This is an optimization exercise on Yosys and OpenROAD, whose aim is small area, a short achievable clock period and few clock cycles, not a production implementation. RTL that was checked went through simulation tests only; none was proved equivalent to the original. No functional check of the RTL was part of run 1.

## flow/run.sh

```bash
#!/bin/bash
# synth_recipe.tcl (not shown) runs the flow's synth.tcl, then flattens the netlist and writes it again
# the make line also repeats each setting of config.mk as NAME=value (left out here)
make -C /OpenROAD-flow-scripts/flow DESIGN_CONFIG=/design/flow/config.mk WORK_HOME=/design/flow/orfs CLKGATE_MAP_FILE= SYNTH_SCRIPT=/design/flow/synth_recipe.tcl finish
```

## flow/config.mk

```make
export PLATFORM = sky130hd
export DESIGN_NAME = SequentialMultiplier
export DESIGN_NICKNAME = SequentialMultiplier
export VERILOG_FILES = /design/flow/design.v
export SDC_FILE = /design/flow/constraint.sdc
export NUM_CORES = 4
export LEC_CHECK = 0
export CAP_MARGIN = 20
export CORE_MARGIN = 2
export CORE_UTILIZATION = 40
export SETUP_SLACK_MARGIN = 1.0
export SLEW_MARGIN = 20
export SYNTH_HIERARCHICAL = 1
```

## flow/design.v

```verilog
module SequentialMultiplier(clock, reset, multiplicand, multiplier, product, ready, start);
    parameter N = 32;
    input clock;
    input reset;
    input [N-1:0] multiplicand, multiplier;
    output [2*N-1:0] product;
    output ready;
    input start;
    logic busy;
    logic first;                         
    logic [2:0] count;                   
    logic [N-1:0] m_register;
    logic b0;                            
    logic [34:0] acc_s, acc_c;       
    logic [N-1:0] ph_register;           
    logic [N-1:0] pl_register;           
    logic [3:0] one, two, neg;      
    logic [7:0] pend_s, pend_c;          
    logic pend_n;                        
    logic [1:0] pend_ci;                 
    wire go = start & ~busy;
    wire accumulate = busy & ~count[2];
    wire resolve = busy & count[2];
    assign ready = ~busy;
    wire [8:0] bb = go ? {multiplier[8:1], 1'b0} : pl_register[15:7];
    wire [3:0] one_d, two_d, neg_d;
    genvar j;
    generate
        for (j = 0; j < 4; j = j + 1) begin : enc
            assign one_d[j] = bb[2*j+1] ^ bb[2*j];
            assign two_d[j] = (bb[2*j+2] & ~bb[2*j+1] & ~bb[2*j]) | (~bb[2*j+2] & bb[2*j+1] & bb[2*j]);
            assign neg_d[j] = bb[2*j+2] & ~(bb[2*j+1] & bb[2*j]);
        end
    endgenerate
    wire [34:0] sum_in = first ? {3'b0, m_register & {N{b0}}} : acc_s;
    wire [34:0] carry_in = first ? {1'b1, 34'b0} : acc_c;
    wire inj41 = ~(count[1] & count[0]);
    wire [N:0] m1 = {1'b0, m_register};
    wire [N:0] m2 = {m_register, 1'b0};
    wire [33:0] row0 = {~neg[0], ({33{one[0]}} & m1 | {33{two[0]}} & m2) ^ {33{neg[0]}}};
    wire [33:0] row1 = {~neg[1], ({33{one[1]}} & m1 | {33{two[1]}} & m2) ^ {33{neg[1]}}};
    wire [33:0] row2 = {~neg[2], ({33{one[2]}} & m1 | {33{two[2]}} & m2) ^ {33{neg[2]}}};
    wire [33:0] row3 = {~neg[3], ({33{one[3]}} & m1 | {33{two[3]}} & m2) ^ {33{neg[3]}}};
    wire hs0, hc0;
    HalfAdder ha0 (carry_in[3], sum_in[3], hs0, hc0);
    wire hs1, hc1;
    HalfAdder ha1 (carry_in[4], sum_in[4], hs1, hc1);
    wire fs0, fc0;
    FullAdder fa0 (carry_in[5], sum_in[5], neg[2], fs0, fc0);
    wire hs2, hc2;
    HalfAdder ha2 (row0[4], row1[2], hs2, hc2);
    wire fs1, fc1;
    FullAdder fa1 (carry_in[6], sum_in[6], row0[5], fs1, fc1);
    wire hs3, hc3;
    HalfAdder ha3 (row1[3], row2[1], hs3, hc3);
    wire fs2, fc2;
    FullAdder fa2 (carry_in[7], sum_in[7], row0[6], fs2, fc2);
    wire fs3, fc3;
    FullAdder fa3 (row1[4], row2[2], row3[0], fs3, fc3);
    wire fs4, fc4;
    FullAdder fa4 (carry_in[8], sum_in[8], row0[7], fs4, fc4);
    wire fs5, fc5;
    FullAdder fa5 (row1[5], row2[3], row3[1], fs5, fc5);
    wire fs6, fc6;
    FullAdder fa6 (carry_in[9], sum_in[9], row0[8], fs6, fc6);
    wire fs7, fc7;
    FullAdder fa7 (row1[6], row2[4], row3[2], fs7, fc7);
    wire fs8, fc8;
    FullAdder fa8 (carry_in[10], sum_in[10], row0[9], fs8, fc8);
    wire fs9, fc9;
    FullAdder fa9 (row1[7], row2[5], row3[3], fs9, fc9);
    wire fs10, fc10;
    FullAdder fa10 (carry_in[11], sum_in[11], row0[10], fs10, fc10);
    wire fs11, fc11;
    FullAdder fa11 (row1[8], row2[6], row3[4], fs11, fc11);
    wire fs12, fc12;
    FullAdder fa12 (carry_in[12], sum_in[12], row0[11], fs12, fc12);
    wire fs13, fc13;
    FullAdder fa13 (row1[9], row2[7], row3[5], fs13, fc13);
    wire fs14, fc14;
    FullAdder fa14 (carry_in[13], sum_in[13], row0[12], fs14, fc14);
    wire fs15, fc15;
    FullAdder fa15 (row1[10], row2[8], row3[6], fs15, fc15);
    wire fs16, fc16;
    FullAdder fa16 (carry_in[14], sum_in[14], row0[13], fs16, fc16);
    wire fs17, fc17;
    FullAdder fa17 (row1[11], row2[9], row3[7], fs17, fc17);
    wire fs18, fc18;
    FullAdder fa18 (carry_in[15], sum_in[15], row0[14], fs18, fc18);
    wire fs19, fc19;
    FullAdder fa19 (row1[12], row2[10], row3[8], fs19, fc19);
    wire fs20, fc20;
    FullAdder fa20 (carry_in[16], sum_in[16], row0[15], fs20, fc20);
    wire fs21, fc21;
    FullAdder fa21 (row1[13], row2[11], row3[9], fs21, fc21);
    wire fs22, fc22;
    FullAdder fa22 (carry_in[17], sum_in[17], row0[16], fs22, fc22);
    wire fs23, fc23;
    FullAdder fa23 (row1[14], row2[12], row3[10], fs23, fc23);
    wire fs24, fc24;
    FullAdder fa24 (carry_in[18], sum_in[18], row0[17], fs24, fc24);
    wire fs25, fc25;
    FullAdder fa25 (row1[15], row2[13], row3[11], fs25, fc25);
    wire fs26, fc26;
    FullAdder fa26 (carry_in[19], sum_in[19], row0[18], fs26, fc26);
    wire fs27, fc27;
    FullAdder fa27 (row1[16], row2[14], row3[12], fs27, fc27);
    wire fs28, fc28;
    FullAdder fa28 (carry_in[20], sum_in[20], row0[19], fs28, fc28);
    wire fs29, fc29;
    FullAdder fa29 (row1[17], row2[15], row3[13], fs29, fc29);
    wire fs30, fc30;
    FullAdder fa30 (carry_in[21], sum_in[21], row0[20], fs30, fc30);
    wire fs31, fc31;
    FullAdder fa31 (row1[18], row2[16], row3[14], fs31, fc31);
    wire fs32, fc32;
    FullAdder fa32 (carry_in[22], sum_in[22], row0[21], fs32, fc32);
    wire fs33, fc33;
    FullAdder fa33 (row1[19], row2[17], row3[15], fs33, fc33);
    wire fs34, fc34;
    FullAdder fa34 (carry_in[23], sum_in[23], row0[22], fs34, fc34);
    wire fs35, fc35;
    FullAdder fa35 (row1[20], row2[18], row3[16], fs35, fc35);
    wire fs36, fc36;
    FullAdder fa36 (carry_in[24], sum_in[24], row0[23], fs36, fc36);
    wire fs37, fc37;
    FullAdder fa37 (row1[21], row2[19], row3[17], fs37, fc37);
    wire fs38, fc38;
    FullAdder fa38 (carry_in[25], sum_in[25], row0[24], fs38, fc38);
    wire fs39, fc39;
    FullAdder fa39 (row1[22], row2[20], row3[18], fs39, fc39);
    wire fs40, fc40;
    FullAdder fa40 (carry_in[26], sum_in[26], row0[25], fs40, fc40);
    wire fs41, fc41;
    FullAdder fa41 (row1[23], row2[21], row3[19], fs41, fc41);
    wire fs42, fc42;
    FullAdder fa42 (carry_in[27], sum_in[27], row0[26], fs42, fc42);
    wire fs43, fc43;
    FullAdder fa43 (row1[24], row2[22], row3[20], fs43, fc43);
    wire fs44, fc44;
    FullAdder fa44 (carry_in[28], sum_in[28], row0[27], fs44, fc44);
    wire fs45, fc45;
    FullAdder fa45 (row1[25], row2[23], row3[21], fs45, fc45);
    wire fs46, fc46;
    FullAdder fa46 (carry_in[29], sum_in[29], row0[28], fs46, fc46);
    wire fs47, fc47;
    FullAdder fa47 (row1[26], row2[24], row3[22], fs47, fc47);
    wire fs48, fc48;
    FullAdder fa48 (carry_in[30], sum_in[30], row0[29], fs48, fc48);
    wire fs49, fc49;
    FullAdder fa49 (row1[27], row2[25], row3[23], fs49, fc49);
    wire fs50, fc50;
    FullAdder fa50 (carry_in[31], sum_in[31], row0[30], fs50, fc50);
    wire fs51, fc51;
    FullAdder fa51 (row1[28], row2[26], row3[24], fs51, fc51);
    wire fs52, fc52;
    FullAdder fa52 (carry_in[32], sum_in[32], row0[31], fs52, fc52);
    wire fs53, fc53;
    FullAdder fa53 (row1[29], row2[27], row3[25], fs53, fc53);
    wire fs54, fc54;
    FullAdder fa54 (carry_in[33], sum_in[33], row0[32], fs54, fc54);
    wire fs55, fc55;
    FullAdder fa55 (row1[30], row2[28], row3[26], fs55, fc55);
    wire fs56, fc56;
    FullAdder fa56 (carry_in[34], sum_in[34], row0[33], fs56, fc56);
    wire fs57, fc57;
    FullAdder fa57 (row1[31], row2[29], row3[27], fs57, fc57);
    wire fs58 = ~(row1[32] ^ row2[30]);
    wire fc58 = row1[32] | row2[30];
    wire hs4, hc4;
    HalfAdder ha4 (carry_in[1], sum_in[1], hs4, hc4);
    wire hs5, hc5;
    HalfAdder ha5 (carry_in[2], sum_in[2], hs5, hc5);
    wire fs59, fc59;
    FullAdder fa59 (hs0, neg[1], row0[2], fs59, fc59);
    wire fs60, fc60;
    FullAdder fa60 (hc0, hs1, row0[3], fs60, fc60);
    wire fs61, fc61;
    FullAdder fa61 (hc1, row2[0], fs0, fs61, fc61);
    wire fs62, fc62;
    FullAdder fa62 (fc0, hc2, hs3, fs62, fc62);
    wire fs63, fc63;
    FullAdder fa63 (hc3, fc1, fs2, fs63, fc63);
    wire fs64, fc64;
    FullAdder fa64 (fc2, fc3, fs4, fs64, fc64);
    wire fs65, fc65;
    FullAdder fa65 (fc4, fc5, fs6, fs65, fc65);
    wire fs66, fc66;
    FullAdder fa66 (fc6, fc7, fs8, fs66, fc66);
    wire fs67, fc67;
    FullAdder fa67 (fc8, fc9, fs10, fs67, fc67);
    wire fs68, fc68;
    FullAdder fa68 (fc10, fc11, fs12, fs68, fc68);
    wire fs69, fc69;
    FullAdder fa69 (fc12, fc13, fs14, fs69, fc69);
    wire fs70, fc70;
    FullAdder fa70 (fc14, fc15, fs16, fs70, fc70);
    wire fs71, fc71;
    FullAdder fa71 (fc16, fc17, fs18, fs71, fc71);
    wire fs72, fc72;
    FullAdder fa72 (fc18, fc19, fs20, fs72, fc72);
    wire fs73, fc73;
    FullAdder fa73 (fc20, fc21, fs22, fs73, fc73);
    wire fs74, fc74;
    FullAdder fa74 (fc22, fc23, fs24, fs74, fc74);
    wire fs75, fc75;
    FullAdder fa75 (fc24, fc25, fs26, fs75, fc75);
    wire fs76, fc76;
    FullAdder fa76 (fc26, fc27, fs28, fs76, fc76);
    wire fs77, fc77;
    FullAdder fa77 (fc28, fc29, fs30, fs77, fc77);
    wire fs78, fc78;
    FullAdder fa78 (fc30, fc31, fs32, fs78, fc78);
    wire fs79, fc79;
    FullAdder fa79 (fc32, fc33, fs34, fs79, fc79);
    wire fs80, fc80;
    FullAdder fa80 (fc34, fc35, fs36, fs80, fc80);
    wire fs81, fc81;
    FullAdder fa81 (fc36, fc37, fs38, fs81, fc81);
    wire fs82, fc82;
    FullAdder fa82 (fc38, fc39, fs40, fs82, fc82);
    wire fs83, fc83;
    FullAdder fa83 (fc40, fc41, fs42, fs83, fc83);
    wire fs84, fc84;
    FullAdder fa84 (fc42, fc43, fs44, fs84, fc84);
    wire fs85, fc85;
    FullAdder fa85 (fc44, fc45, fs46, fs85, fc85);
    wire fs86, fc86;
    FullAdder fa86 (fc46, fc47, fs48, fs86, fc86);
    wire fs87, fc87;
    FullAdder fa87 (fc48, fc49, fs50, fs87, fc87);
    wire fs88, fc88;
    FullAdder fa88 (fc50, fc51, fs52, fs88, fc88);
    wire fs89, fc89;
    FullAdder fa89 (fc52, fc53, fs54, fs89, fc89);
    wire fs90, fc90;
    FullAdder fa90 (fc54, fc55, fs56, fs90, fc90);
    wire fs91, fc91;
    FullAdder fa91 (row3[28], fc56, fc57, fs91, fc91);
    wire fs92, fc92;
    FullAdder fa92 (row1[33], row2[31], row3[29], fs92, fc92);
    wire hs6 = ~row2[32];
    wire hc6 = row2[32];
    wire hs7, hc7;
    HalfAdder ha7 (hs4, neg[0], hs7, hc7);
    wire fs93, fc93;
    FullAdder fa93 (hc4, hs5, row0[1], fs93, fc93);
    wire fs94, fc94;
    FullAdder fa94 (hc5, row1[0], fs59, fs94, fc94);
    wire fs95, fc95;
    FullAdder fa95 (row1[1], fc59, fs60, fs95, fc95);
    wire fs96, fc96;
    FullAdder fa96 (hs2, fc60, fs61, fs96, fc96);
    wire fs97, fc97;
    FullAdder fa97 (fs1, fc61, fs62, fs97, fc97);
    wire fs98, fc98;
    FullAdder fa98 (fs3, fc62, fs63, fs98, fc98);
    wire fs99, fc99;
    FullAdder fa99 (fs5, fc63, fs64, fs99, fc99);
    wire fs100, fc100;
    FullAdder fa100 (fs7, fc64, fs65, fs100, fc100);
    wire fs101, fc101;
    FullAdder fa101 (fs9, fc65, fs66, fs101, fc101);
    wire fs102, fc102;
    FullAdder fa102 (fs11, fc66, fs67, fs102, fc102);
    wire fs103, fc103;
    FullAdder fa103 (fs13, fc67, fs68, fs103, fc103);
    wire fs104, fc104;
    FullAdder fa104 (fs15, fc68, fs69, fs104, fc104);
    wire fs105, fc105;
    FullAdder fa105 (fs17, fc69, fs70, fs105, fc105);
    wire fs106, fc106;
    FullAdder fa106 (fs19, fc70, fs71, fs106, fc106);
    wire fs107, fc107;
    FullAdder fa107 (fs21, fc71, fs72, fs107, fc107);
    wire fs108, fc108;
    FullAdder fa108 (fs23, fc72, fs73, fs108, fc108);
    wire fs109, fc109;
    FullAdder fa109 (fs25, fc73, fs74, fs109, fc109);
    wire fs110, fc110;
    FullAdder fa110 (fs27, fc74, fs75, fs110, fc110);
    wire fs111, fc111;
    FullAdder fa111 (fs29, fc75, fs76, fs111, fc111);
    wire fs112, fc112;
    FullAdder fa112 (fs31, fc76, fs77, fs112, fc112);
    wire fs113, fc113;
    FullAdder fa113 (fs33, fc77, fs78, fs113, fc113);
    wire fs114, fc114;
    FullAdder fa114 (fs35, fc78, fs79, fs114, fc114);
    wire fs115, fc115;
    FullAdder fa115 (fs37, fc79, fs80, fs115, fc115);
    wire fs116, fc116;
    FullAdder fa116 (fs39, fc80, fs81, fs116, fc116);
    wire fs117, fc117;
    FullAdder fa117 (fs41, fc81, fs82, fs117, fc117);
    wire fs118, fc118;
    FullAdder fa118 (fs43, fc82, fs83, fs118, fc118);
    wire fs119, fc119;
    FullAdder fa119 (fs45, fc83, fs84, fs119, fc119);
    wire fs120, fc120;
    FullAdder fa120 (fs47, fc84, fs85, fs120, fc120);
    wire fs121, fc121;
    FullAdder fa121 (fs49, fc85, fs86, fs121, fc121);
    wire fs122, fc122;
    FullAdder fa122 (fs51, fc86, fs87, fs122, fc122);
    wire fs123, fc123;
    FullAdder fa123 (fs53, fc87, fs88, fs123, fc123);
    wire fs124, fc124;
    FullAdder fa124 (fs55, fc88, fs89, fs124, fc124);
    wire fs125, fc125;
    FullAdder fa125 (fs57, fc89, fs90, fs125, fc125);
    wire fs126, fc126;
    FullAdder fa126 (fs58, fc90, fs91, fs126, fc126);
    wire fs127, fc127;
    FullAdder fa127 (fc58, fs92, fc91, fs127, fc127);
    wire fs128, fc128;
    FullAdder fa128 (row3[30], hs6, fc92, fs128, fc128);
    wire fs129, fc129;
    FullAdder fa129 (row2[33], row3[31], hc6, fs129, fc129);
    wire hs8 = ~row3[32];
    wire hc8 = row3[32];
    wire [42:0] tx = {1'b0, inj41, row3[33], hs8, fs129, fs128, fc126, fc125, fc124, fc123, fc122, fc121, fc120, fc119, fc118, fc117, fc116, fc115, fc114, fc113, fc112, fc111, fc110, fc109, fc108, fc107, fc106, fc105, fc104, fc103, fc102, fc101, fc100, fc99, fc98, fc97, fc96, fc95, fc94, fc93, hc7, hs7, carry_in[0]};
    wire [42:0] ty = {1'b0, 1'b0, hc8, fc129, fc128, fc127, fs127, fs126, fs125, fs124, fs123, fs122, fs121, fs120, fs119, fs118, fs117, fs116, fs115, fs114, fs113, fs112, fs111, fs110, fs109, fs108, fs107, fs106, fs105, fs104, fs103, fs102, fs101, fs100, fs99, fs98, fs97, fs96, fs95, fs94, fs93, row0[0], sum_in[0]};
    wire [39:0] fsum;
    wire [1:0] low_ci;
    FinalAdder final_add ({acc_s[N-1:0], pend_s}, {acc_c[N-1:0], pend_c}, pend_n, pend_ci, fsum, low_ci);
    wire [7:0] low = fsum[7:0];
    wire [N-1:0] hi = fsum[39:8];
    assign product = {ph_register, pl_register};
    always_ff @(posedge clock) begin
        if (~busy)
            m_register <= multiplicand;
        if (go)
            b0 <= multiplier[0];
        one <= one_d;
        two <= two_d;
        neg <= neg_d;
        pend_s <= tx[7:0];
        pend_c <= ty[7:0];
        pend_n <= neg[3];
        pend_ci <= first ? 2'b0 : low_ci;
        acc_s <= tx[42:8];
        acc_c <= ty[42:8];
        if (resolve)
            ph_register <= hi;
        if (go)
            pl_register <= {1'b0, multiplier[N-1:1]};
        else if (busy)
            pl_register <= {low, pl_register[N-1:8]};
    end
    always_ff @(posedge clock or posedge reset) begin
        if (reset)
            first <= 1'b0;
        else
            first <= go;
    end
    always_ff @(posedge clock or posedge reset) begin
        if (reset) begin
            busy <= 1'b0;
            count <= '0;
        end else if (go) begin
            busy <= 1'b1;
            count <= '0;
        end else if (busy) begin
            count <= count + 1'b1;
            if (count == 3'd4)
                busy <= 1'b0;
        end
    end
endmodule
module FinalAdder(input [39:0] x, input [39:0] y, input n, input [1:0] ci,
                  output [39:0] sum, output [1:0] low_ci);
    wire [39:0] z = {32'b0, n, 5'b0, ci};
    wire [39:0] u = x ^ y ^ z;
    wire [40:0] v = {(x & y) | ((x | y) & z), 1'b0};
    wire c8;
    wire [39:0] p = u ^ v;
    wire [39:0] g = u & v;
    wire G0 = g[1] | (p[1] & g[0]);
    wire G1 = g[3] | (p[3] & g[2]);
    wire P1 = p[3] & p[2];
    wire G2 = g[5] | (p[5] & g[4]);
    wire P2 = p[5] & p[4];
    wire G3 = g[7] | (p[7] & g[6]);
    wire P3 = p[7] & p[6];
    wire G4 = g[9] | (p[9] & g[8]);
    wire P4 = p[9] & p[8];
    wire G5 = g[11] | (p[11] & g[10]);
    wire P5 = p[11] & p[10];
    wire G6 = g[13] | (p[13] & g[12]);
    wire P6 = p[13] & p[12];
    wire G7 = g[15] | (p[15] & g[14]);
    wire P7 = p[15] & p[14];
    wire G8 = g[17] | (p[17] & g[16]);
    wire P8 = p[17] & p[16];
    wire G9 = g[19] | (p[19] & g[18]);
    wire P9 = p[19] & p[18];
    wire G10 = g[21] | (p[21] & g[20]);
    wire P10 = p[21] & p[20];
    wire G11 = g[23] | (p[23] & g[22]);
    wire P11 = p[23] & p[22];
    wire G12 = g[25] | (p[25] & g[24]);
    wire P12 = p[25] & p[24];
    wire G13 = g[27] | (p[27] & g[26]);
    wire P13 = p[27] & p[26];
    wire G14 = g[29] | (p[29] & g[28]);
    wire P14 = p[29] & p[28];
    wire G15 = g[31] | (p[31] & g[30]);
    wire P15 = p[31] & p[30];
    wire G16 = g[33] | (p[33] & g[32]);
    wire P16 = p[33] & p[32];
    wire G17 = g[35] | (p[35] & g[34]);
    wire P17 = p[35] & p[34];
    wire G18 = g[37] | (p[37] & g[36]);
    wire P18 = p[37] & p[36];
    wire G19 = g[39] | (p[39] & g[38]);
    wire P19 = p[39] & p[38];
    wire G20 = g[2] | (p[2] & G0);
    wire G21 = G1 | (P1 & G0);
    wire G22 = g[6] | (p[6] & G2);
    wire P22 = p[6] & P2;
    wire G23 = G3 | (P3 & G2);
    wire P23 = P3 & P2;
    wire G24 = g[10] | (p[10] & G4);
    wire P24 = p[10] & P4;
    wire G25 = G5 | (P5 & G4);
    wire P25 = P5 & P4;
    wire G26 = g[14] | (p[14] & G6);
    wire P26 = p[14] & P6;
    wire G27 = G7 | (P7 & G6);
    wire P27 = P7 & P6;
    wire G28 = g[18] | (p[18] & G8);
    wire P28 = p[18] & P8;
    wire G29 = G9 | (P9 & G8);
    wire P29 = P9 & P8;
    wire G30 = g[22] | (p[22] & G10);
    wire P30 = p[22] & P10;
    wire G31 = G11 | (P11 & G10);
    wire P31 = P11 & P10;
    wire G32 = g[26] | (p[26] & G12);
    wire P32 = p[26] & P12;
    wire G33 = G13 | (P13 & G12);
    wire P33 = P13 & P12;
    wire G34 = g[30] | (p[30] & G14);
    wire P34 = p[30] & P14;
    wire G35 = G15 | (P15 & G14);
    wire P35 = P15 & P14;
    wire G36 = g[34] | (p[34] & G16);
    wire P36 = p[34] & P16;
    wire G37 = G17 | (P17 & G16);
    wire P37 = P17 & P16;
    wire G38 = g[38] | (p[38] & G18);
    wire P38 = p[38] & P18;
    wire G39 = G19 | (P19 & G18);
    wire P39 = P19 & P18;
    wire G40 = g[4] | (p[4] & G21);
    wire G41 = G2 | (P2 & G21);
    wire G42 = G22 | (P22 & G21);
    wire G43 = G23 | (P23 & G21);
    wire G44 = g[12] | (p[12] & G25);
    wire P44 = p[12] & P25;
    wire G45 = G6 | (P6 & G25);
    wire P45 = P6 & P25;
    wire G46 = G26 | (P26 & G25);
    wire P46 = P26 & P25;
    wire G47 = G27 | (P27 & G25);
    wire P47 = P27 & P25;
    wire G48 = g[20] | (p[20] & G29);
    wire P48 = p[20] & P29;
    wire G49 = G10 | (P10 & G29);
    wire P49 = P10 & P29;
    wire G50 = G30 | (P30 & G29);
    wire P50 = P30 & P29;
    wire G51 = G31 | (P31 & G29);
    wire P51 = P31 & P29;
    wire G52 = g[28] | (p[28] & G33);
    wire P52 = p[28] & P33;
    wire G53 = G14 | (P14 & G33);
    wire P53 = P14 & P33;
    wire G54 = G34 | (P34 & G33);
    wire P54 = P34 & P33;
    wire G55 = G35 | (P35 & G33);
    wire P55 = P35 & P33;
    wire G56 = g[36] | (p[36] & G37);
    wire P56 = p[36] & P37;
    wire G57 = G18 | (P18 & G37);
    wire P57 = P18 & P37;
    wire G58 = G38 | (P38 & G37);
    wire P58 = P38 & P37;
    wire G59 = G39 | (P39 & G37);
    wire P59 = P39 & P37;
    wire G60 = g[8] | (p[8] & G43);
    wire G61 = G4 | (P4 & G43);
    wire G62 = G24 | (P24 & G43);
    wire G63 = G25 | (P25 & G43);
    wire G64 = G44 | (P44 & G43);
    wire G65 = G45 | (P45 & G43);
    wire G66 = G46 | (P46 & G43);
    wire G67 = G47 | (P47 & G43);
    wire G68 = g[24] | (p[24] & G51);
    wire P68 = p[24] & P51;
    wire G69 = G12 | (P12 & G51);
    wire P69 = P12 & P51;
    wire G70 = G32 | (P32 & G51);
    wire P70 = P32 & P51;
    wire G71 = G33 | (P33 & G51);
    wire P71 = P33 & P51;
    wire G72 = G52 | (P52 & G51);
    wire P72 = P52 & P51;
    wire G73 = G53 | (P53 & G51);
    wire P73 = P53 & P51;
    wire G74 = G54 | (P54 & G51);
    wire P74 = P54 & P51;
    wire G75 = G55 | (P55 & G51);
    wire P75 = P55 & P51;
    wire G76 = g[16] | (p[16] & G67);
    wire G77 = G8 | (P8 & G67);
    wire G78 = G28 | (P28 & G67);
    wire G79 = G29 | (P29 & G67);
    wire G80 = G48 | (P48 & G67);
    wire G81 = G49 | (P49 & G67);
    wire G82 = G50 | (P50 & G67);
    wire G83 = G51 | (P51 & G67);
    wire G84 = G68 | (P68 & G67);
    wire G85 = G69 | (P69 & G67);
    wire G86 = G70 | (P70 & G67);
    wire G87 = G71 | (P71 & G67);
    wire G88 = G72 | (P72 & G67);
    wire G89 = G73 | (P73 & G67);
    wire G90 = G74 | (P74 & G67);
    wire G91 = G75 | (P75 & G67);
    wire G92 = g[32] | (p[32] & G91);
    wire G93 = G16 | (P16 & G91);
    wire G94 = G36 | (P36 & G91);
    wire G95 = G37 | (P37 & G91);
    wire G96 = G56 | (P56 & G91);
    wire G97 = G57 | (P57 & G91);
    wire G98 = G58 | (P58 & G91);
    wire G99 = G59 | (P59 & G91);
    wire [39:0] c = {G98, G97, G96, G95, G94, G93, G92, G91, G90, G89, G88, G87, G86, G85, G84, G83, G82, G81, G80, G79, G78, G77, G76, G67, G66, G65, G64, G63, G62, G61, G60, G43, G42, G41, G40, G21, G20, G0, g[0], 1'b0};
    assign sum = p ^ c;
    assign c8 = c[8];
    assign low_ci = {1'b0, c8} + {1'b0, v[8]};
endmodule
module AndOr(input a, input b, input c, output y);
    assign y = (a & b) | c;
endmodule
module And2(input a, input b, output y);
    assign y = a & b;
endmodule
module Xor2(input a, input b, output y);
    assign y = a ^ b;
endmodule
module FullAdder(input a, input b, input c, output s, output co);
    assign s = a ^ b ^ c;
    assign co = (a & b) | (a & c) | (b & c);
endmodule
module HalfAdder(input a, input b, output s, output co);
    assign s = a ^ b;
    assign co = a & b;
endmodule
```

## flow/constraint.sdc

```tcl
create_clock -name core_clock -period 4.0 [get_ports {clock}]
set_input_delay 0.8000 -clock core_clock [delete_from_list [all_inputs] [get_ports {clock}]]
set_output_delay 0.8000 -clock core_clock [all_outputs]
set_load 0.01 [all_outputs]
```

==> results of run 1 <==
-- Yosys stat by module, one instance, submodules excluded --
module                area, µm²  times used  cells
FinalAdder                 2240           1    269
FullAdder                  20.0         129      1
HalfAdder                  12.5           7      1
SequentialMultiplier       9100           1    865
-- per-stage QoR --
stage                     std cells  area [µm²]  util, %
after global placement         1778       15600     45.2
after CTS                      1820       16500     47.7
final                          1830       16700     48.4
after floorplan                1271       14000        -
after detailed placement       1778       15600     45.2
after global routing           1829       16700     48.4
-- synth_stat cells (38+ instances only) --
master / n
nand2_1: 116
a22oi_1: 125
fa_1: 137
o21ai_0: 49
buf_2: 49
clkbuf_1: 42
edfxtp_1: 96
inv_1: 78
dfxtp_1: 99
xnor2_1: 160
ha_1: 86
nor2b_1: 44
nand3_1: 38
-- critical path: stages, from the launching register on --
cell      delay, ns
dfxtp_2        0.34
ha_4           0.25
ha_4           0.28
nand4_1        0.14
buf_6          0.17
nor4_4         0.33
buf_4          0.18
nand3_4        0.12
a21oi_4        0.18
o211ai_1       0.12
nand2_1        0.12
inv_2          0.04
fa_2           0.52
inv_2          0.03
-- sequential cells by signal, summed over array words and instances (netlist names), 2 cells and up --
signal and count:
pend_s 8, pend_c 8, one 4, acc_s 34
pend_ci 2, neg 4, m_register 32, pl_register 32
two 4, count 3, acc_c 33, ph_register 32
-- area by class of cell --
class                           instances  share of cell area (%)
Tap cell                              455                    3.41
Clock buffer                           17                    2.55
Sequential cell                       200                    30.0
Timing Repair Buffer                  168                    9.87
Antenna cell                            1                  0.0150
Clock inverter                         15                    1.09
Multi-Input combinational cell        895                    51.3
Inverter                               79                    1.77
-- timing repair --
item                                    CTS  global route
pin swaps                                11            21
setup buffers                            10             9
endpoints found under the setup margin   16            19
gates resized for setup                  28            38
-- cells by family (layout without fill, tap and decap cells) --
kind of cell             count (synthesis)  after routing  share of synthesized area, %
AO/OA/AOI/OAI                          247            247                          12.4
XOR/XNOR                               167            167                          10.4
adder cells (fa/ha/maj)                223            223                          27.3
buffers and inverters                  176            279                          5.45
flip-flops                             200            200                          35.6
multiplexers                             1              1                        0.0804
other                                    1              3                        0.0268
AND/OR/NAND/NOR                        255            255                          8.74
-- final timing paths --
kind                                 start         endpoint  slack, ns
setup / recovery                 acc_s[13]  ph_register[24]       0.95
hold / removal             pl_register[31]  pl_register[31]       0.49
setup reg to reg                 acc_s[13]  ph_register[24]       0.95
hold reg to reg            pl_register[31]  pl_register[31]       0.49
max in group asynchronous            reset            first       3.24
min in group asynchronous            reset         count[2]       0.55
-- layer usage --
metal  part of all wire (%)  wire length [µm]  vias up
met4                    2.3               795        2
met3                    7.3              2520       40
met2                     46             16000      335
met5                  0.037                13        -
li1                       -                 -     4518
met1                     44             15400     4821
==> impl_metrics.tcl, run 1 <==
set metrics [dict create \
    rows 68 \
    synth_top_area_share_pct 20.6 \
    grt.overflow.total 0 \
    gr-max-usage-layer "met2" \
    hp-class "flip-flop to flip-flop" \
    start_util_pct 40.5 \
    routed_wl_um 34800 \
    cp-start-kind "flip-flop" \
    mostFrequentLayoutCells "xnor2_1, fa_1, clkdlybuf4s50_1, a22oi_1, nand2_1" \
    drv_cap 0 \
    worstMarginPinSlew_ns 1.00 \
    min_path_cells 2 \
    die_width_um 191 \
    ff_latch_area_um2 5010 \
    fp.coreArea_um2 34500 \
    io_buffers 131 \
    outcome "no timing/DRC/antenna violations" \
    clock_skew_ns 0.0178 \
    fill_cells 3207 \
    drive_gt1_share_pct 10.5 \
    endpoint_kind "flip-flop" \
    synth-async-reset-ratio_pct 2.50 \
    reg2regPathDepth 13 \
    firstDrtPassIters 5 \
    die_h_um 191 \
    routedWlPerCell_um 19.0 \
    yosysTopAreaCell "edfxtp_1" \
    avgSynthCellArea_um2 11.0 \
    cts_sinks 200 \
    cts-root-buf "clkbuf_16" \
    synthTopCellsByArea "edfxtp_1, fa_1, dfxtp_1, xnor2_1, ha_1" \
    drt-initial-drc-count 672 \
    cts-hold-fix-buffers 0 \
    path_max_fanout 4 \
    die_area_um2 36500 \
    required_ns 4.22 \
    clkTransAtPathRegs_ns 0.08 \
    final_common_cell "xnor2_1" \
    antenna_found_initial 2 \
    fin_nets 1651 \
    clockBufferDepth 2 \
    grt_pass1_vias 10100 \
    gr-usage-met2_pct 30.5 \
    multiInputGateArea_um2 8580 \
    route.detailed.drc 0 \
    final_hold_viol_count 0 \
    syn_to_final_growth_pct 19.3 \
    hpwlAfterDp_um 24700 \
    whs_ns 0.489 \
    max_slew_margin_pct 33.1 \
    synth-edff-count 96 \
    syn_inst 1270 \
    num_vias 9716 \
    clock_latency_ns 0.46 \
    grt_setup_unrepaired "true" \
    ys_warn_count 7 \
    cp.arrival_ns 3.28 \
    place_congestion 0.827 \
    yosys_most_used_dff "dfxtp_1" \
    place_ws_ns 0.531 \
    grt_max_degree 53 \
    setup_viol 0 \
    use_met1_pct 27.1 \
    seq_area_frac_synth_pct 35.6 \
    ys_ff_latch 200 \
    crit_type "flip-flop to flip-flop" \
    setup_tns_ns 0 \
    cts_buffers 17 \
    drv_slew 0 \
    fin_ws_ns 0.946 \
    cts_tree "yes" \
    ys_types 60 \
    grt_use_total_pct 19.8 \
    finalCriticalPeriod_ns 3.05 \
    htree_levels 4 \
    post-route-period-util_pct 76.4 \
    ios 132 \
    grt_pass1_wl_um 55400 \
    fmax_mhz 327 \
    viasPerCell 5.31 \
    use_met3_pct 4.75 \
    syn_area_um2 14000 \
    ant_nets 0 \
]
==> inputs of run 2 (changes only) <==
--- a/flow/design.v
+++ b/flow/design.v
@@ -374,172 +374,449 @@
     wire [39:0] u = x ^ y ^ z;
     wire [40:0] v = {(x & y) | ((x | y) & z), 1'b0};
     wire c8;
-    wire [39:0] p = u ^ v;
-    wire [39:0] g = u & v;
-    wire G0 = g[1] | (p[1] & g[0]);
-    wire G1 = g[3] | (p[3] & g[2]);
-    wire P1 = p[3] & p[2];
-    wire G2 = g[5] | (p[5] & g[4]);
-    wire P2 = p[5] & p[4];
-    wire G3 = g[7] | (p[7] & g[6]);
-    wire P3 = p[7] & p[6];
-    wire G4 = g[9] | (p[9] & g[8]);
-    wire P4 = p[9] & p[8];
-    wire G5 = g[11] | (p[11] & g[10]);
-    wire P5 = p[11] & p[10];
-    wire G6 = g[13] | (p[13] & g[12]);
-    wire P6 = p[13] & p[12];
-    wire G7 = g[15] | (p[15] & g[14]);
-    wire P7 = p[15] & p[14];
-    wire G8 = g[17] | (p[17] & g[16]);
-    wire P8 = p[17] & p[16];
-    wire G9 = g[19] | (p[19] & g[18]);
-    wire P9 = p[19] & p[18];
-    wire G10 = g[21] | (p[21] & g[20]);
-    wire P10 = p[21] & p[20];
-    wire G11 = g[23] | (p[23] & g[22]);
-    wire P11 = p[23] & p[22];
-    wire G12 = g[25] | (p[25] & g[24]);
-    wire P12 = p[25] & p[24];
-    wire G13 = g[27] | (p[27] & g[26]);
-    wire P13 = p[27] & p[26];
-    wire G14 = g[29] | (p[29] & g[28]);
-    wire P14 = p[29] & p[28];
-    wire G15 = g[31] | (p[31] & g[30]);
-    wire P15 = p[31] & p[30];
-    wire G16 = g[33] | (p[33] & g[32]);
-    wire P16 = p[33] & p[32];
-    wire G17 = g[35] | (p[35] & g[34]);
-    wire P17 = p[35] & p[34];
-    wire G18 = g[37] | (p[37] & g[36]);
-    wire P18 = p[37] & p[36];
-    wire G19 = g[39] | (p[39] & g[38]);
-    wire P19 = p[39] & p[38];
-    wire G20 = g[2] | (p[2] & G0);
-    wire G21 = G1 | (P1 & G0);
-    wire G22 = g[6] | (p[6] & G2);
-    wire P22 = p[6] & P2;
-    wire G23 = G3 | (P3 & G2);
-    wire P23 = P3 & P2;
-    wire G24 = g[10] | (p[10] & G4);
-    wire P24 = p[10] & P4;
-    wire G25 = G5 | (P5 & G4);
-    wire P25 = P5 & P4;
-    wire G26 = g[14] | (p[14] & G6);
-    wire P26 = p[14] & P6;
-    wire G27 = G7 | (P7 & G6);
-    wire P27 = P7 & P6;
-    wire G28 = g[18] | (p[18] & G8);
-    wire P28 = p[18] & P8;
-    wire G29 = G9 | (P9 & G8);
-    wire P29 = P9 & P8;
-    wire G30 = g[22] | (p[22] & G10);
-    wire P30 = p[22] & P10;
-    wire G31 = G11 | (P11 & G10);
-    wire P31 = P11 & P10;
-    wire G32 = g[26] | (p[26] & G12);
-    wire P32 = p[26] & P12;
-    wire G33 = G13 | (P13 & G12);
-    wire P33 = P13 & P12;
-    wire G34 = g[30] | (p[30] & G14);
-    wire P34 = p[30] & P14;
-    wire G35 = G15 | (P15 & G14);
-    wire P35 = P15 & P14;
-    wire G36 = g[34] | (p[34] & G16);
-    wire P36 = p[34] & P16;
-    wire G37 = G17 | (P17 & G16);
-    wire P37 = P17 & P16;
-    wire G38 = g[38] | (p[38] & G18);
-    wire P38 = p[38] & P18;
-    wire G39 = G19 | (P19 & G18);
-    wire P39 = P19 & P18;
-    wire G40 = g[4] | (p[4] & G21);
-    wire G41 = G2 | (P2 & G21);
-    wire G42 = G22 | (P22 & G21);
-    wire G43 = G23 | (P23 & G21);
-    wire G44 = g[12] | (p[12] & G25);
-    wire P44 = p[12] & P25;
-    wire G45 = G6 | (P6 & G25);
-    wire P45 = P6 & P25;
-    wire G46 = G26 | (P26 & G25);
-    wire P46 = P26 & P25;
-    wire G47 = G27 | (P27 & G25);
-    wire P47 = P27 & P25;
-    wire G48 = g[20] | (p[20] & G29);
-    wire P48 = p[20] & P29;
-    wire G49 = G10 | (P10 & G29);
-    wire P49 = P10 & P29;
-    wire G50 = G30 | (P30 & G29);
-    wire P50 = P30 & P29;
-    wire G51 = G31 | (P31 & G29);
-    wire P51 = P31 & P29;
-    wire G52 = g[28] | (p[28] & G33);
-    wire P52 = p[28] & P33;
-    wire G53 = G14 | (P14 & G33);
-    wire P53 = P14 & P33;
-    wire G54 = G34 | (P34 & G33);
-    wire P54 = P34 & P33;
-    wire G55 = G35 | (P35 & G33);
-    wire P55 = P35 & P33;
-    wire G56 = g[36] | (p[36] & G37);
-    wire P56 = p[36] & P37;
-    wire G57 = G18 | (P18 & G37);
-    wire P57 = P18 & P37;
-    wire G58 = G38 | (P38 & G37);
-    wire P58 = P38 & P37;
-    wire G59 = G39 | (P39 & G37);
-    wire P59 = P39 & P37;
-    wire G60 = g[8] | (p[8] & G43);
-    wire G61 = G4 | (P4 & G43);
-    wire G62 = G24 | (P24 & G43);
-    wire G63 = G25 | (P25 & G43);
-    wire G64 = G44 | (P44 & G43);
-    wire G65 = G45 | (P45 & G43);
-    wire G66 = G46 | (P46 & G43);
-    wire G67 = G47 | (P47 & G43);
-    wire G68 = g[24] | (p[24] & G51);
-    wire P68 = p[24] & P51;
-    wire G69 = G12 | (P12 & G51);
-    wire P69 = P12 & P51;
-    wire G70 = G32 | (P32 & G51);
-    wire P70 = P32 & P51;
-    wire G71 = G33 | (P33 & G51);
-    wire P71 = P33 & P51;
-    wire G72 = G52 | (P52 & G51);
-    wire P72 = P52 & P51;
-    wire G73 = G53 | (P53 & G51);
-    wire P73 = P53 & P51;
-    wire G74 = G54 | (P54 & G51);
-    wire P74 = P54 & P51;
-    wire G75 = G55 | (P55 & G51);
-    wire P75 = P55 & P51;
-    wire G76 = g[16] | (p[16] & G67);
-    wire G77 = G8 | (P8 & G67);
-    wire G78 = G28 | (P28 & G67);
-    wire G79 = G29 | (P29 & G67);
-    wire G80 = G48 | (P48 & G67);
-    wire G81 = G49 | (P49 & G67);
-    wire G82 = G50 | (P50 & G67);
-    wire G83 = G51 | (P51 & G67);
-    wire G84 = G68 | (P68 & G67);
-    wire G85 = G69 | (P69 & G67);
-    wire G86 = G70 | (P70 & G67);
-    wire G87 = G71 | (P71 & G67);
-    wire G88 = G72 | (P72 & G67);
-    wire G89 = G73 | (P73 & G67);
-    wire G90 = G74 | (P74 & G67);
-    wire G91 = G75 | (P75 & G67);
-    wire G92 = g[32] | (p[32] & G91);
-    wire G93 = G16 | (P16 & G91);
-    wire G94 = G36 | (P36 & G91);
-    wire G95 = G37 | (P37 & G91);
-    wire G96 = G56 | (P56 & G91);
-    wire G97 = G57 | (P57 & G91);
-    wire G98 = G58 | (P58 & G91);
-    wire G99 = G59 | (P59 & G91);
-    wire [39:0] c = {G98, G97, G96, G95, G94, G93, G92, G91, G90, G89, G88, G87, G86, G85, G84, G83, G82, G81, G80, G79, G78, G77, G76, G67, G66, G65, G64, G63, G62, G61, G60, G43, G42, G41, G40, G21, G20, G0, g[0], 1'b0};
-    assign sum = p ^ c;
-    assign c8 = c[8];
+    wire p0, g0;
+    HalfAdder pg0 (u[0], v[0], p0, g0);
+    wire p1, g1;
+    HalfAdder pg1 (u[1], v[1], p1, g1);
+    wire p2, g2;
+    HalfAdder pg2 (u[2], v[2], p2, g2);
+    wire p3, g3;
+    HalfAdder pg3 (u[3], v[3], p3, g3);
+    wire p4, g4;
+    HalfAdder pg4 (u[4], v[4], p4, g4);
+    wire p5, g5;
+    HalfAdder pg5 (u[5], v[5], p5, g5);
+    wire p6, g6;
+    HalfAdder pg6 (u[6], v[6], p6, g6);
+    wire p7, g7;
+    HalfAdder pg7 (u[7], v[7], p7, g7);
+    wire p8, g8;
+    HalfAdder pg8 (u[8], v[8], p8, g8);
+    wire p9, g9;
+    HalfAdder pg9 (u[9], v[9], p9, g9);
+    wire p10, g10;
+    HalfAdder pg10 (u[10], v[10], p10, g10);
+    wire p11, g11;
+    HalfAdder pg11 (u[11], v[11], p11, g11);
+    wire p12, g12;
+    HalfAdder pg12 (u[12], v[12], p12, g12);
+    wire p13, g13;
+    HalfAdder pg13 (u[13], v[13], p13, g13);
+    wire p14, g14;
+    HalfAdder pg14 (u[14], v[14], p14, g14);
+    wire p15, g15;
+    HalfAdder pg15 (u[15], v[15], p15, g15);
+    wire p16, g16;
+    HalfAdder pg16 (u[16], v[16], p16, g16);
+    wire p17, g17;
+    HalfAdder pg17 (u[17], v[17], p17, g17);
+    wire p18, g18;
+    HalfAdder pg18 (u[18], v[18], p18, g18);
+    wire p19, g19;
+    HalfAdder pg19 (u[19], v[19], p19, g19);
+    wire p20, g20;
+    HalfAdder pg20 (u[20], v[20], p20, g20);
+    wire p21, g21;
+    HalfAdder pg21 (u[21], v[21], p21, g21);
+    wire p22, g22;
+    HalfAdder pg22 (u[22], v[22], p22, g22);
+    wire p23, g23;
+    HalfAdder pg23 (u[23], v[23], p23, g23);
+    wire p24, g24;
+    HalfAdder pg24 (u[24], v[24], p24, g24);
+    wire p25, g25;
+    HalfAdder pg25 (u[25], v[25], p25, g25);
+    wire p26, g26;
+    HalfAdder pg26 (u[26], v[26], p26, g26);
+    wire p27, g27;
+    HalfAdder pg27 (u[27], v[27], p27, g27);
+    wire p28, g28;
+    HalfAdder pg28 (u[28], v[28], p28, g28);
+    wire p29, g29;
+    HalfAdder pg29 (u[29], v[29], p29, g29);
+    wire p30, g30;
+    HalfAdder pg30 (u[30], v[30], p30, g30);
+    wire p31, g31;
+    HalfAdder pg31 (u[31], v[31], p31, g31);
+    wire p32, g32;
+    HalfAdder pg32 (u[32], v[32], p32, g32);
+    wire p33, g33;
+    HalfAdder pg33 (u[33], v[33], p33, g33);
+    wire p34, g34;
+    HalfAdder pg34 (u[34], v[34], p34, g34);
+    wire p35, g35;
+    HalfAdder pg35 (u[35], v[35], p35, g35);
+    wire p36, g36;
+    HalfAdder pg36 (u[36], v[36], p36, g36);
+    wire p37, g37;
+    HalfAdder pg37 (u[37], v[37], p37, g37);
+    wire p38, g38;
+    HalfAdder pg38 (u[38], v[38], p38, g38);
+    wire p39, g39;
+    HalfAdder pg39 (u[39], v[39], p39, g39);
+    wire G0;
+    AndOr go0 (p1, g0, g1, G0);
+    wire G1;
+    AndOr go1 (p3, g2, g3, G1);
+    wire P1;
+    And2 po1 (p3, p2, P1);
+    wire G2;
+    AndOr go2 (p5, g4, g5, G2);
+    wire P2;
+    And2 po2 (p5, p4, P2);
+    wire G3;
+    AndOr go3 (p7, g6, g7, G3);
+    wire P3;
+    And2 po3 (p7, p6, P3);
+    wire G4;
+    AndOr go4 (p9, g8, g9, G4);
+    wire P4;
+    And2 po4 (p9, p8, P4);
+    wire G5;
+    AndOr go5 (p11, g10, g11, G5);
+    wire P5;
+    And2 po5 (p11, p10, P5);
+    wire G6;
+    AndOr go6 (p13, g12, g13, G6);
+    wire P6;
+    And2 po6 (p13, p12, P6);
+    wire G7;
+    AndOr go7 (p15, g14, g15, G7);
+    wire P7;
+    And2 po7 (p15, p14, P7);
+    wire G8;
+    AndOr go8 (p17, g16, g17, G8);
+    wire P8;
+    And2 po8 (p17, p16, P8);
+    wire G9;
+    AndOr go9 (p19, g18, g19, G9);
+    wire P9;
+    And2 po9 (p19, p18, P9);
+    wire G10;
+    AndOr go10 (p21, g20, g21, G10);
+    wire P10;
+    And2 po10 (p21, p20, P10);
+    wire G11;
+    AndOr go11 (p23, g22, g23, G11);
+    wire P11;
+    And2 po11 (p23, p22, P11);
+    wire G12;
+    AndOr go12 (p25, g24, g25, G12);
+    wire P12;
+    And2 po12 (p25, p24, P12);
+    wire G13;
+    AndOr go13 (p27, g26, g27, G13);
+    wire P13;
+    And2 po13 (p27, p26, P13);
+    wire G14;
+    AndOr go14 (p29, g28, g29, G14);
+    wire P14;
+    And2 po14 (p29, p28, P14);
+    wire G15;
+    AndOr go15 (p31, g30, g31, G15);
+    wire P15;
+    And2 po15 (p31, p30, P15);
+    wire G16;
+    AndOr go16 (p33, g32, g33, G16);
+    wire P16;
+    And2 po16 (p33, p32, P16);
+    wire G17;
+    AndOr go17 (p35, g34, g35, G17);
+    wire P17;
+    And2 po17 (p35, p34, P17);
+    wire G18;
+    AndOr go18 (p37, g36, g37, G18);
+    wire P18;
+    And2 po18 (p37, p36, P18);
+    wire G19;
+    AndOr go19 (p39, g38, g39, G19);
+    wire P19;
+    And2 po19 (p39, p38, P19);
+    wire G20;
+    AndOr go20 (p2, G0, g2, G20);
+    wire G21;
+    AndOr go21 (P1, G0, G1, G21);
+    wire G22;
+    AndOr go22 (p6, G2, g6, G22);
+    wire P22;
+    And2 po22 (p6, P2, P22);
+    wire G23;
+    AndOr go23 (P3, G2, G3, G23);
+    wire P23;
+    And2 po23 (P3, P2, P23);
+    wire G24;
+    AndOr go24 (p10, G4, g10, G24);
+    wire P24;
+    And2 po24 (p10, P4, P24);
+    wire G25;
+    AndOr go25 (P5, G4, G5, G25);
+    wire P25;
+    And2 po25 (P5, P4, P25);
+    wire G26;
+    AndOr go26 (p14, G6, g14, G26);
+    wire P26;
+    And2 po26 (p14, P6, P26);
+    wire G27;
+    AndOr go27 (P7, G6, G7, G27);
+    wire P27;
+    And2 po27 (P7, P6, P27);
+    wire G28;
+    AndOr go28 (p18, G8, g18, G28);
+    wire P28;
+    And2 po28 (p18, P8, P28);
+    wire G29;
+    AndOr go29 (P9, G8, G9, G29);
+    wire P29;
+    And2 po29 (P9, P8, P29);
+    wire G30;
+    AndOr go30 (p22, G10, g22, G30);
+    wire P30;
+    And2 po30 (p22, P10, P30);
+    wire G31;
+    AndOr go31 (P11, G10, G11, G31);
+    wire P31;
+    And2 po31 (P11, P10, P31);
+    wire G32;
+    AndOr go32 (p26, G12, g26, G32);
+    wire P32;
+    And2 po32 (p26, P12, P32);
+    wire G33;
+    AndOr go33 (P13, G12, G13, G33);
+    wire P33;
+    And2 po33 (P13, P12, P33);
+    wire G34;
+    AndOr go34 (p30, G14, g30, G34);
+    wire P34;
+    And2 po34 (p30, P14, P34);
+    wire G35;
+    AndOr go35 (P15, G14, G15, G35);
+    wire P35;
+    And2 po35 (P15, P14, P35);
+    wire G36;
+    AndOr go36 (p34, G16, g34, G36);
+    wire P36;
+    And2 po36 (p34, P16, P36);
+    wire G37;
+    AndOr go37 (P17, G16, G17, G37);
+    wire P37;
+    And2 po37 (P17, P16, P37);
+    wire G38;
+    AndOr go38 (p38, G18, g38, G38);
+    wire P38;
+    And2 po38 (p38, P18, P38);
+    wire G39;
+    AndOr go39 (P19, G18, G19, G39);
+    wire P39;
+    And2 po39 (P19, P18, P39);
+    wire G40;
+    AndOr go40 (p4, G21, g4, G40);
+    wire G41;
+    AndOr go41 (P2, G21, G2, G41);
+    wire G42;
+    AndOr go42 (P22, G21, G22, G42);
+    wire G43;
+    AndOr go43 (P23, G21, G23, G43);
+    wire G44;
+    AndOr go44 (p12, G25, g12, G44);
+    wire P44;
+    And2 po44 (p12, P25, P44);
+    wire G45;
+    AndOr go45 (P6, G25, G6, G45);
+    wire P45;
+    And2 po45 (P6, P25, P45);
+    wire G46;
+    AndOr go46 (P26, G25, G26, G46);
+    wire P46;
+    And2 po46 (P26, P25, P46);
+    wire G47;
+    AndOr go47 (P27, G25, G27, G47);
+    wire P47;
+    And2 po47 (P27, P25, P47);
+    wire G48;
+    AndOr go48 (p20, G29, g20, G48);
+    wire P48;
+    And2 po48 (p20, P29, P48);
+    wire G49;
+    AndOr go49 (P10, G29, G10, G49);
+    wire P49;
+    And2 po49 (P10, P29, P49);
+    wire G50;
+    AndOr go50 (P30, G29, G30, G50);
+    wire P50;
+    And2 po50 (P30, P29, P50);
+    wire G51;
+    AndOr go51 (P31, G29, G31, G51);
+    wire P51;
+    And2 po51 (P31, P29, P51);
+    wire G52;
+    AndOr go52 (p28, G33, g28, G52);
+    wire P52;
+    And2 po52 (p28, P33, P52);
+    wire G53;
+    AndOr go53 (P14, G33, G14, G53);
+    wire P53;
+    And2 po53 (P14, P33, P53);
+    wire G54;
+    AndOr go54 (P34, G33, G34, G54);
+    wire P54;
+    And2 po54 (P34, P33, P54);
+    wire G55;
+    AndOr go55 (P35, G33, G35, G55);
+    wire P55;
+    And2 po55 (P35, P33, P55);
+    wire G56;
+    AndOr go56 (p36, G37, g36, G56);
+    wire P56;
+    And2 po56 (p36, P37, P56);
+    wire G57;
+    AndOr go57 (P18, G37, G18, G57);
+    wire P57;
+    And2 po57 (P18, P37, P57);
+    wire G58;
+    AndOr go58 (P38, G37, G38, G58);
+    wire P58;
+    And2 po58 (P38, P37, P58);
+    wire G59;
+    AndOr go59 (P39, G37, G39, G59);
+    wire P59;
+    And2 po59 (P39, P37, P59);
+    wire G60;
+    AndOr go60 (p8, G43, g8, G60);
+    wire G61;
+    AndOr go61 (P4, G43, G4, G61);
+    wire G62;
+    AndOr go62 (P24, G43, G24, G62);
+    wire G63;
+    AndOr go63 (P25, G43, G25, G63);
+    wire G64;
+    AndOr go64 (P44, G43, G44, G64);
+    wire G65;
+    AndOr go65 (P45, G43, G45, G65);
+    wire G66;
+    AndOr go66 (P46, G43, G46, G66);
+    wire G67;
+    AndOr go67 (P47, G43, G47, G67);
+    wire G68;
+    AndOr go68 (p24, G51, g24, G68);
+    wire P68;
+    And2 po68 (p24, P51, P68);
+    wire G69;
+    AndOr go69 (P12, G51, G12, G69);
+    wire P69;
+    And2 po69 (P12, P51, P69);
+    wire G70;
+    AndOr go70 (P32, G51, G32, G70);
+    wire P70;
+    And2 po70 (P32, P51, P70);
+    wire G71;
+    AndOr go71 (P33, G51, G33, G71);
+    wire P71;
+    And2 po71 (P33, P51, P71);
+    wire G72;
+    AndOr go72 (P52, G51, G52, G72);
+    wire P72;
+    And2 po72 (P52, P51, P72);
+    wire G73;
+    AndOr go73 (P53, G51, G53, G73);
+    wire P73;
+    And2 po73 (P53, P51, P73);
+    wire G74;
+    AndOr go74 (P54, G51, G54, G74);
+    wire P74;
+    And2 po74 (P54, P51, P74);
+    wire G75;
+    AndOr go75 (P55, G51, G55, G75);
+    wire P75;
+    And2 po75 (P55, P51, P75);
+    wire G76;
+    AndOr go76 (p16, G67, g16, G76);
+    wire G77;
+    AndOr go77 (P8, G67, G8, G77);
+    wire G78;
+    AndOr go78 (P28, G67, G28, G78);
+    wire G79;
+    AndOr go79 (P29, G67, G29, G79);
+    wire G80;
+    AndOr go80 (P48, G67, G48, G80);
+    wire G81;
+    AndOr go81 (P49, G67, G49, G81);
+    wire G82;
+    AndOr go82 (P50, G67, G50, G82);
+    wire G83;
+    AndOr go83 (P51, G67, G51, G83);
+    wire G84;
+    AndOr go84 (P68, G67, G68, G84);
+    wire G85;
+    AndOr go85 (P69, G67, G69, G85);
+    wire G86;
+    AndOr go86 (P70, G67, G70, G86);
+    wire G87;
+    AndOr go87 (P71, G67, G71, G87);
+    wire G88;
+    AndOr go88 (P72, G67, G72, G88);
+    wire G89;
+    AndOr go89 (P73, G67, G73, G89);
+    wire G90;
+    AndOr go90 (P74, G67, G74, G90);
+    wire G91;
+    AndOr go91 (P75, G67, G75, G91);
+    wire G92;
+    AndOr go92 (p32, G91, g32, G92);
+    wire G93;
+    AndOr go93 (P16, G91, G16, G93);
+    wire G94;
+    AndOr go94 (P36, G91, G36, G94);
+    wire G95;
+    AndOr go95 (P37, G91, G37, G95);
+    wire G96;
+    AndOr go96 (P56, G91, G56, G96);
+    wire G97;
+    AndOr go97 (P57, G91, G57, G97);
+    wire G98;
+    AndOr go98 (P58, G91, G58, G98);
+    wire G99;
+    AndOr go99 (P59, G91, G59, G99);
+    assign sum[0] = p0;
+    Xor2 sx1 (p1, g0, sum[1]);
+    Xor2 sx2 (p2, G0, sum[2]);
+    Xor2 sx3 (p3, G20, sum[3]);
+    Xor2 sx4 (p4, G21, sum[4]);
+    Xor2 sx5 (p5, G40, sum[5]);
+    Xor2 sx6 (p6, G41, sum[6]);
+    Xor2 sx7 (p7, G42, sum[7]);
+    Xor2 sx8 (p8, G43, sum[8]);
+    Xor2 sx9 (p9, G60, sum[9]);
+    Xor2 sx10 (p10, G61, sum[10]);
+    Xor2 sx11 (p11, G62, sum[11]);
+    Xor2 sx12 (p12, G63, sum[12]);
+    Xor2 sx13 (p13, G64, sum[13]);
+    Xor2 sx14 (p14, G65, sum[14]);
+    Xor2 sx15 (p15, G66, sum[15]);
+    Xor2 sx16 (p16, G67, sum[16]);
+    Xor2 sx17 (p17, G76, sum[17]);
+    Xor2 sx18 (p18, G77, sum[18]);
+    Xor2 sx19 (p19, G78, sum[19]);
+    Xor2 sx20 (p20, G79, sum[20]);
+    Xor2 sx21 (p21, G80, sum[21]);
+    Xor2 sx22 (p22, G81, sum[22]);
+    Xor2 sx23 (p23, G82, sum[23]);
+    Xor2 sx24 (p24, G83, sum[24]);
+    Xor2 sx25 (p25, G84, sum[25]);
+    Xor2 sx26 (p26, G85, sum[26]);
+    Xor2 sx27 (p27, G86, sum[27]);
+    Xor2 sx28 (p28, G87, sum[28]);
+    Xor2 sx29 (p29, G88, sum[29]);
+    Xor2 sx30 (p30, G89, sum[30]);
+    Xor2 sx31 (p31, G90, sum[31]);
+    Xor2 sx32 (p32, G91, sum[32]);
+    Xor2 sx33 (p33, G92, sum[33]);
+    Xor2 sx34 (p34, G93, sum[34]);
+    Xor2 sx35 (p35, G94, sum[35]);
+    Xor2 sx36 (p36, G95, sum[36]);
+    Xor2 sx37 (p37, G96, sum[37]);
+    Xor2 sx38 (p38, G97, sum[38]);
+    Xor2 sx39 (p39, G98, sum[39]);
+    assign c8 = G43;
     assign low_ci = {1'b0, c8} + {1'b0, v[8]};
 endmodule
 module AndOr(input a, input b, input c, output y);
--- a/flow/config.mk
+++ b/flow/config.mk
@@ -8,6 +8,6 @@
 export CAP_MARGIN = 20
 export CORE_MARGIN = 2
 export CORE_UTILIZATION = 40
-export SETUP_SLACK_MARGIN = 1.0
+export SETUP_SLACK_MARGIN = 1.5
 export SLEW_MARGIN = 20
 export SYNTH_HIERARCHICAL = 1
==> impl_metrics.tcl, run 2 <==
set metrics [dict create \
    grt_pass1_vias 10400 \
    outcome "no timing/DRC/antenna violations" \
    cp-start-kind "flip-flop" \
    cts-hold-fix-buffers 0 \
    reg.largest.list "acc_s x34, acc_c x33" \
    hp-class "flip-flop to flip-flop" \
    dpl_cell_area_um2 15900 \
    fmax_mhz 364 \
    grt_setup_unrepaired "true" \
    die_h_um 193 \
    yosysMostFrequentCell "xnor2_1" \
    synthXorXnorAreaFrac_pct 11.0 \
    firstDrtPassIters 5 \
    post-route-period-util_pct 68.7 \
    cts_sinks 200 \
    clock_latency_ns 0.46 \
    htree_levels 4 \
    clock_skew_ns 0.0134 \
    grt_use_total_pct 20.8 \
    viasPerCell 5.31 \
    mostFrequentLayoutCells "clkdlybuf4s50_1, xnor2_1, nand2_1, a22oi_1" \
    clkTransAtPathRegs_ns 0.08 \
    syn_to_final_growth_pct 28.1 \
    setup_tns_ns 0 \
    synth-edff-count 96 \
    synth.area.mux_share_pct 0.0791 \
    max_slew_margin_pct 31.5 \
    crit_type "flip-flop to flip-flop" \
    crit_start "pend_c[7]" \
    worstMarginPinSlew_ns 1.03 \
    synthAdderAreaFrac_pct 26.3 \
    grt_pass1_wl_um 58300 \
    synthTopCellsByArea "edfxtp_1, fa_1, dfxtp_1, xnor2_1, ha_1" \
    cts-root-buf "clkbuf_16" \
    gr-max-usage-layer "met2" \
    ys_ff_latch 200 \
    synth_compound_area_share_pct 14.2 \
    path_max_fanout 8 \
    largest_reg_flops 34 \
    cp-endpoint "ph_register[30]" \
    routed_wl_um 39000 \
    synth-async-reset-ratio_pct 2.50 \
    start_util_pct 40.3 \
    cts_tree "yes" \
    use_met1_pct 28.3 \
    yosys_most_used_dff "dfxtp_1" \
    synth_top_area_share_pct 20.2 \
    use_met3_pct 4.64 \
    antenna_found_initial 2 \
    grt_max_degree 49 \
    route.detailed.drc 0 \
    fin_util_pct 51.6 \
    synth_top_family_by_area "adder cells" \
    required_ns 4.21 \
    drv_cap 0 \
    avgSynthCellArea_um2 11.1 \
    r2r_slack_ns 1.25 \
    grt.overflow.total 0 \
    cp.arrival_ns 2.96 \
    syn_area_um2 14200 \
    gr-usage-met2_pct 32.9 \
    num_vias 10200 \
    fill_cells 3058 \
    ios 132 \
    final_common_cell "clkdlybuf4s50_1" \
    setup_viol 0 \
    reg2regPathDepth 9 \
    top_register "acc_s" \
    endpoint_kind "flip-flop" \
    worstReg2RegEnd "ph_register[30]" \
    r2r_start "pend_c[7]" \
    place_congestion 0.830 \
    yosys.area_share.simple_pct 8.71 \
    clockBufferDepth 2 \
    ant_nets 0 \
    cts_buffers 17 \
    hpwlAfterDp_um 25300 \
    die_area_um2 37100 \
    fp.coreArea_um2 35300 \
    ys_warn_count 7 \
    yosysTopAreaCell "edfxtp_1" \
    synth.top_cells.by_count "xnor2_1, fa_1, a22oi_1, nand2_1" \
    design_area_um2 18200 \
    io_buffers 131 \
    ys_types 34 \
    syn_inst 1277 \
    final_hold_viol_count 0 \
    die_width_um 193 \
    seq_area_frac_synth_pct 35.0 \
    drv_slew 0 \
    finalCriticalPeriod_ns 2.75 \
    drive_gt1_share_pct 21.2 \
    drt-initial-drc-count 589 \
    fin_nets 1725 \
    routedWlPerCell_um 20.4 \
    rows 69 \
]
run 2: worst min-delay path by stage:
stage / slack, ns / to / startpoint / depth (start not counted)
6_report: 0.47 / pend_c[0] / acc_s[0] / 2
5_1_grt: 0.49 / pend_n / neg[3] / 0
4_1_cts: 0.48 / pend_c[0] / acc_s[0] / 2
3_5_place_dp: 0.47 / pend_c[0] / acc_s[0] / 2
3_3_place_gp: 0.47 / pend_c[0] / acc_s[0] / 2
2_1_floorplan: 0.33 / pend_n / neg[3] / 0
run 2: layout make-up:
class / count / area [µm²] / area share [%]
antenna: 2 / 5.00 / 0.0274
clock buffer: 22 / 517 / 2.83
clock inverter: 10 / 96.3 / 0.528
inverter: 48 / 180 / 0.988
multi-input combinational: 932 / 9250 / 50.7
sequential: 200 / 5020 / 27.5
tap: 461 / 577 / 3.16
timing repair buffer: 239 / 2590 / 14.2
run 2: Yosys stat by module, one instance, submodules excluded:
module,times used,flip-flops and latches
FinalAdder,1,0
Xor2,39,0
FullAdder,129,0
HalfAdder,47,0
SequentialMultiplier,1,200
AndOr,96,0
And2,58,0
run 2: timing repair:
action,CTS,global route
pin swaps,23,39
gates cloned,1,10
setup buffers,48,29
endpoints found under the setup margin,92,86
gates resized for setup,89,156
run 2: logic make-up (layout without fill, tap and decap cells):
kind of cell / Yosys count / after routing
compound gates: 283 / 283
simple gates: 246 / 246
fa+ha+maj: 220 / 220
flops: 200 / 200
xor+xnor: 179 / 179
buf+inv: 146 / 319
other cells: 2 / 5
mux: 1 / 1
run 2: critical path: stages, from the launching register on:
cell and delay [ns]:
dfxtp_2 0.33, fa_2 0.60, ha_4 0.22, and2_4 0.16
a21o_1 0.16, a21o_4 0.21, a21o_4 0.25, a21o_4 0.25
a21o_1 0.19, xor2_1 0.13
run 2: stage by stage:
step | hold WS, ns | setup slack, ns | instances
final | 0.470 | 1.25 | 1914
after global routing | 0.492 | 1.18 | 1912
after CTS | 0.478 | 1.23 | 1873
after detailed placement | 0.470 | 0.748 | 1792
after global placement | 0.471 | 0.872 | 1792
after floorplan | 0.326 | 1.31 | 1278
run 2: per-layer routing:
layer,wire length [µm],vias to the layer above
met4,1110,2
met3,2580,68
met5,19,-
met2,18300,347
met1,17000,5058
li1,-,4689
Testbench counts of run 2, summed over its fixed seeds: cycles 28,808.

what the ideal ports hide:
Ports are ideal in the flow. The routed layouts listed here were re-timed in OpenROAD. Step 1: set_driving_cell puts a clkbuf_16 on clock and a buf_2 on each other input, an assumption about the parent block. Step 2 also shifts input and output timing later by t, the mid clock arrival at the registers, as if the neighbouring blocks saw the same clock. Three values: ideal ports, drivers, drivers and shift; two values: the first two.
run | shift t [ns] | setup slack, ns | latest minus earliest clock arrival (ns) | worst slew at a driven data input, ns | pins driven straight from the clock port
run 1 | 0.504 | 0.946 / 0.946 / 0.946 | 0.020 / 0.019 | 0.08 | 1
run 2 | 0.504 | 1.251 / 1.251 / 1.195 | 0.013 / 0.014 | 0.07 | 1
After both steps setup and hold are still met in every run listed. For run 2, which loses most, drivers alone change the setup slack by 0.000 ns; drivers and shift together by -0.056 ns.
